This is an optimization exercise on Yosys and OpenROAD, whose aim is small area and a short achievable clock period, not a production implementation.
At most, simulation tests tie the RTL to the original design; equivalence was not proved.
The clock port is modelled as an ideal driver; clocking choices that lean on that would not hold on a real chip.
No activity file was given, so power comes from the tool's default toggle rates.

Design fifo, start of the top module:
module fifo
#
(
	parameter		depth = 60,
	parameter		width = 8
)
(
	input				clk,
	input				rst_n,
	input				wr_en,
	input	[width-1:0]	data_in,
	input				rd_en,
	output	[width-1:0]	data_out,
	output				full,
	output				empty
);
clock: 3.2 ns
lec_check: 0
cap_margin: 20
core_margin: 2
core_utilization: 65
cts_cluster_diameter: 60
cts_cluster_size: 30
setup_slack_margin: 1.5
slew_margin: 20
standard.sh (not shown) runs the stock make flow with config.mk's settings and CLKGATE_MAP_FILE= SYNTH_SCRIPT=/design/flow/synth_recipe.tcl, a recipe that flattens the netlist after the stock synthesis.
==> flow/flow/run.sh <==
#!/bin/bash
set -euo pipefail
export POST_CTS_TCL="$PWD/flow/post_cts.tcl"
bash standard.sh > standard.log 2>&1
==> flow/flow/post_cts.tcl <==
set block [ord::get_db_block]
set removed 0
foreach inst [$block getInsts] {
  if {![string match "clkbuf_0_*" [$inst getName]]} { continue }
  set in_net ""
  set out_net ""
  foreach it [$inst getITerms] {
    if {[$it isInputSignal]} { set in_net [$it getNet] }
    if {[$it isOutputSignal]} { set out_net [$it getNet] }
  }
  if {$in_net eq "" || $out_net eq "" || [$in_net getName] ne "clk"} { continue }
  set loads {}
  foreach it [$out_net getITerms] {
    if {[$it getInst] ne $inst} { lappend loads $it }
  }
  set port_loads 0
  foreach it [$in_net getITerms] { incr port_loads }
  set after [expr {$port_loads - 1 + [llength $loads]}]
  if {$after > 4} {
    puts "post_cts: keeping [$inst getName]: the clock port would drive $after pins"
    continue
  }
  puts "post_cts: removing [$inst getName] ([[$inst getMaster] getName]); the clock port now drives $after pins"
  foreach it $loads {
    $it disconnect
    $it connect $in_net
  }
  foreach it [$inst getITerms] { $it disconnect }
  odb::dbInst_destroy $inst
  odb::dbNet_destroy $out_net
  incr removed
}
if {$removed} {
  estimate_parasitics -placement
  repair_timing_helper
  detailed_placement
  check_placement -verbose
  report_clock_latency
}
Change:
SETUP_SLACK_MARGIN = 1.56   (was 1.5)
- The new run passed the timing, DRC and antenna checks
- final cell count increases slightly
- core utilization grows by 0.87 points
- worst hold slack is better by 0.062 ns
- clock power went down slightly
- power is about the same
- sequential power hardly moves
- combinational power came out higher by roughly a tenth
- clock-buffer cell count rises by 1
- synthesized cell count stays the same
No functional check of the RTL was part of any run of this note.

## run A
The RTL this note starts from:
==> flow/design.v <==
`timescale 1ns / 1ps
module fifo
#
(
	parameter		depth = 60,
	parameter		width = 8
)
(
	input				clk,
	input				rst_n,
	input				wr_en,
	input	[width-1:0]	data_in,
	input				rd_en,
	output	[width-1:0]	data_out,
	output				full,
	output				empty
);
localparam		rows = depth / 4;		 
reg	[width-1:0]	bank0	[rows-1:0];
reg	[width-1:0]	bank1	[rows-1:0];
reg	[width-1:0]	bank2	[rows-1:0];
reg	[width-1:0]	bank3	[rows-1:0];
reg	[1:0]		wbank;			 
reg	[1:0]		rbank;			 
reg	[3:0]		n0, n1, n2, n3;	 
reg				full_o;			 
reg				nempty_o;		 
reg				full_i;			 
reg				nempty;			 
reg	[3:0]		s0, s1, s2, s3;	 
reg	[1:0]		sn0, sn1, sn2, sn3;	 
reg	[width-1:0]	bq0, bq1, bq2, bq3;	 
reg	[width-1:0]	last_in;		 
reg				fresh;			 
reg	[3:0]		osel;			 
reg	[width-1:0]	rdata;
wire			push = wr_en & ~full_i;
wire			pop  = rd_en & nempty;
wire	[3:0]	wr_k = { 4{ push}} & (4'b0001 << wbank);	 
wire	[3:0]	rd_k = { 4{ pop}}  & (4'b0001 << rbank);	 
wire	[1:0]	wbank_n = push ? wbank + 2'd1 : wbank;
wire	[1:0]	rbank_n = pop  ? rbank + 2'd1 : rbank;
wire	[3:0]	one_k  = { (n3 == 4'd1) && (n0 == 4'd0), (n2 == 4'd1) && (n3 == 4'd0),
			   (n1 == 4'd1) && (n2 == 4'd0), (n0 == 4'd1) && (n1 == 4'd0)};
wire	[3:0]	most_k = { (n3 == rows-1) && (n0 == rows), (n2 == rows-1) && (n3 == rows),
			   (n1 == rows-1) && (n2 == rows), (n0 == rows-1) && (n1 == rows)};
wire			one  = one_k[rbank];
wire			most = most_k[wbank];
wire			empty_n = push ? 1'b0 : (pop ? one : ~nempty);
wire			full_n  = pop  ? 1'b0 : (push ? most : full_i);
wire			fresh_n = push & (~nempty | (pop & one));
function [3:0] inc4;
	input [3:0] n;
	begin
		case(n)
		4'd0: inc4 = 4'd1;
		4'd1: inc4 = 4'd2;
		4'd2: inc4 = 4'd3;
		4'd3: inc4 = 4'd4;
		4'd4: inc4 = 4'd5;
		4'd5: inc4 = 4'd6;
		4'd6: inc4 = 4'd7;
		4'd7: inc4 = 4'd8;
		4'd8: inc4 = 4'd9;
		4'd9: inc4 = 4'd10;
		4'd10: inc4 = 4'd11;
		4'd11: inc4 = 4'd12;
		4'd12: inc4 = 4'd13;
		4'd13: inc4 = 4'd14;
		4'd14: inc4 = 4'd15;
		4'd15: inc4 = 4'd0;
		endcase
	end
endfunction
function [3:0] dec4;
	input [3:0] n;
	begin
		case(n)
		4'd0: dec4 = 4'd15;
		4'd1: dec4 = 4'd0;
		4'd2: dec4 = 4'd1;
		4'd3: dec4 = 4'd2;
		4'd4: dec4 = 4'd3;
		4'd5: dec4 = 4'd4;
		4'd6: dec4 = 4'd5;
		4'd7: dec4 = 4'd6;
		4'd8: dec4 = 4'd7;
		4'd9: dec4 = 4'd8;
		4'd10: dec4 = 4'd9;
		4'd11: dec4 = 4'd10;
		4'd12: dec4 = 4'd11;
		4'd13: dec4 = 4'd12;
		4'd14: dec4 = 4'd13;
		4'd15: dec4 = 4'd14;
		endcase
	end
endfunction
function [3:0] count_k;
	input [3:0] n;
	input       up;
	input       dn;
	begin
		count_k = (up & ~dn) ? inc4(n) : (dn & ~up) ? dec4(n) : n;
	end
endfunction
wire	[3:0]	n0_n = count_k(n0, wr_k[0], rd_k[0]);
wire	[3:0]	n1_n = count_k(n1, wr_k[1], rd_k[1]);
wire	[3:0]	n2_n = count_k(n2, wr_k[2], rd_k[2]);
wire	[3:0]	n3_n = count_k(n3, wr_k[3], rd_k[3]);
always@(posedge clk or negedge rst_n)
begin
	if(!rst_n) begin
		wbank    <= 2'd0;
		rbank    <= 2'd0;
		n0       <= 4'd0;
		n1       <= 4'd0;
		n2       <= 4'd0;
		n3       <= 4'd0;
		full_o   <= 1'b0;
		nempty_o <= 1'b0;
		full_i   <= 1'b0;
		nempty   <= 1'b0;
	end else begin
		wbank    <= wbank_n;
		rbank    <= rbank_n;
		n0       <= n0_n;
		n1       <= n1_n;
		n2       <= n2_n;
		n3       <= n3_n;
		full_o   <= ~pop & (push ? most : full_o);
		nempty_o <= push | (pop ? ~one : nempty_o);
		full_i   <= full_n;
		nempty   <= ~empty_n;
	end
end
integer i;
always@(posedge clk)
begin
	if(wr_k[0]) begin
		for(i = rows-1; i > 0; i = i - 1)
			bank0[i] <= bank0[i-1];
		bank0[0] <= data_in;
	end
	if(wr_k[1]) begin
		for(i = rows-1; i > 0; i = i - 1)
			bank1[i] <= bank1[i-1];
		bank1[0] <= data_in;
	end
	if(wr_k[2]) begin
		for(i = rows-1; i > 0; i = i - 1)
			bank2[i] <= bank2[i-1];
		bank2[0] <= data_in;
	end
	if(wr_k[3]) begin
		for(i = rows-1; i > 0; i = i - 1)
			bank3[i] <= bank3[i-1];
		bank3[0] <= data_in;
	end
end
wire	[16*width-1:0]	flat0, flat1, flat2, flat3;
genvar g;
generate
	for(g = 0; g < 16; g = g + 1) begin : flat
		assign flat0[g*width +: width] = bank0[(g == 0) ? 0 : g-1];
		assign flat1[g*width +: width] = bank1[(g == 0) ? 0 : g-1];
		assign flat2[g*width +: width] = bank2[(g == 0) ? 0 : g-1];
		assign flat3[g*width +: width] = bank3[(g == 0) ? 0 : g-1];
	end
endgenerate
wire	[3:0]	t0 = { s0[3:2], ~sn0};
wire	[3:0]	t1 = { s1[3:2], ~sn1};
wire	[3:0]	t2 = { s2[3:2], ~sn2};
wire	[3:0]	t3 = { s3[3:2], ~sn3};
wire	[width-1:0]	rd0 = { flat0[t0*width+4 +: 4], flat0[s0*width +: 4]};
wire	[width-1:0]	rd1 = { flat1[t1*width+4 +: 4], flat1[s1*width +: 4]};
wire	[width-1:0]	rd2 = { flat2[t2*width+4 +: 4], flat2[s2*width +: 4]};
wire	[width-1:0]	rd3 = { flat3[t3*width+4 +: 4], flat3[s3*width +: 4]};
always@(posedge clk)
begin
	s0      <= n0_n;
	s1      <= n1_n;
	s2      <= n2_n;
	s3      <= n3_n;
	sn0     <= ~n0_n[1:0];
	sn1     <= ~n1_n[1:0];
	sn2     <= ~n2_n[1:0];
	sn3     <= ~n3_n[1:0];
	bq0     <= rd0;
	bq1     <= rd1;
	bq2     <= rd2;
	bq3     <= rd3;
	last_in <= data_in;
	fresh   <= fresh_n;
	osel    <= fresh_n ? 4'b0000 : (4'b0001 << rbank_n);
end
always@(posedge clk)
begin
	rdata <= ({ width{ fresh}} & last_in)
	       | ({ width{ osel[0]}} & bq0) | ({ width{ osel[1]}} & bq1)
	       | ({ width{ osel[2]}} & bq2) | ({ width{ osel[3]}} & bq3);
end
assign	data_out = rdata;
assign	empty    = ~nempty_o;
assign	full     = full_o;
endmodule
clock: 3.2 ns
lec_check: 0
cap_margin: 20
core_margin: 2
core_utilization: 65
cts_cluster_diameter: 60
cts_cluster_size: 30
setup_slack_margin: 1.45
slew_margin: 20
==> flow/flow/run.sh <==
#!/bin/bash
# The standard layout, with power recovery after global routing: cells on
# paths with positive slack are downsized, which also gives back area.
set -euo pipefail
export RECOVER_POWER=100
bash standard.sh > standard.log 2>&1
Run A: all stages done; final checks FAILED (max-capacitance violations, max-slew violations).
## Diff of input files: run B against run A
Settings: TNS_END_PERCENT newly set to 10.
==> flow/run.sh (new file) <==
#!/bin/bash
# synth_recipe.tcl (not shown) runs the flow's synth.tcl, then flattens the netlist and writes it again
# the make line also repeats each setting of config.mk as NAME=value (left out here)
make -C /OpenROAD-flow-scripts/flow DESIGN_CONFIG=/design/flow/config.mk WORK_HOME=/design/flow/orfs CLKGATE_MAP_FILE= SYNTH_SCRIPT=/design/flow/synth_recipe.tcl finish
removed: flow/flow/run.sh
removed: flow/standard.sh
Results
- Status | run B and run A | clean except run A
- Run A: all stages done; final checks FAILED (max-capacitance violations, max-slew violations).
- A capture point of the worst path of bq0[2] is what run B shows, while bank2[0][5] belongs to run A.
- Final cell area excluding filler cells was lower in run A than in run B.
- Of run B and run A, run A shows the higher share of the clock period used by the worst path, with run B below it.
- Changes observed in run B relative to run A: post-layout instance count excluding filler cells lower; measured slew at the worst slew-check pin went down 750 ps.
What run C does differently from run B at the input level:
Settings: PLACE_DENSITY newly set to 0.78; TNS_END_PERCENT removed (was 10).
- Re total power draw: run B was lower than run C.
- The pin count of the biggest net entering global routing in run C is 0.64 times that in run B.
- Comparing critical path depth for run C and run B, the smaller number came from run C.
- [run C] non-clock buffer count rose about 15% relative to run B
- Re combinational power: run C is about 3% up on run B.
- Largest voltage drop on the vdd net: run C > run B
- In run C the share of power burned in combinational logic turned out 0.5 points higher than in run B.
- Any difference in highest clock rate between run B and run C is small enough to ignore.
- Compared with run B, run C ends up with more cell area.
- For pin slew with the least headroom to its limit, run C and run B come out practically identical.
- Route | run C vs run B | wire longer in run C
- Run C vs run B, type of the setup path with the least slack: flop to primary output vs flop to flop
### run C -> run D
Settings: a deleted PLACE_DENSITY that had been 0.78.
==> run notes <==
- Changes observed in run D relative to run C: leakage dissipation closely matched the old numbers; highest clock frequency the design can meet increased by about 1.6% relative to the old numbers; routed length on met2 decreased by 860 µm relative to the old numbers.
- Share of power burned in combinational logic, run D and run C, higher one = run C.
- Number of buffers added by the clock tree synthesis step went up by a few percent going from run C to run D.
- Diff run C -> run D: core utilization flat; area of the die flat; count of plain and timing-repair buffers up 10.
- Against run C, post-DP HPWL in run D came out better.
- The higher count of vias placed by the detailed router came out of run C.
- Reported for run D and run C, well tap count turned out identical to the last digit.

==> static timing again, ports no longer ideal <==
Ports are ideal in the flow. The routed layouts listed here were re-timed in OpenROAD. Step 1 assumes that a clkbuf_16 drives the clock port and a buf_2 every other input. Step 2, shift: input delay + t, output delay - t, t = (earliest + latest rising clock arrival at the registers) / 2. This alone moves slack from input paths to output paths. Three values: no drivers, after step 1, after step 2; two values: the first two.
| run | shift t [ns] | slack for setup (ns) | worst setup path at the end | worst data-port slew with drivers (ns) |
|---|---|---|---|---|
| the first run of note 1 | 0.468 | 1.525 / 1.475 / 1.121 | input to register | 0.04 |
| the second run of note 1 | 0.470 | 1.516 / 1.490 / 1.108 | input to register | 0.04 |
| run A | 0.576 | 0.794 / 0.817 / 0.246 | input to register | 0.09 |
| run B | 0.589 | 1.441 / 1.393 / 1.011 | input to register | 0.05 |
| run C | 0.580 | 1.439 / 1.389 / 0.949 | input to register | 0.03 |
| run D | 0.577 | 1.466 / 1.414 / 0.990 | input to register | 0.09 |
The setup slack of run A, which loses most, moves by +0.023 ns with the drivers and by -0.548 ns with both steps.
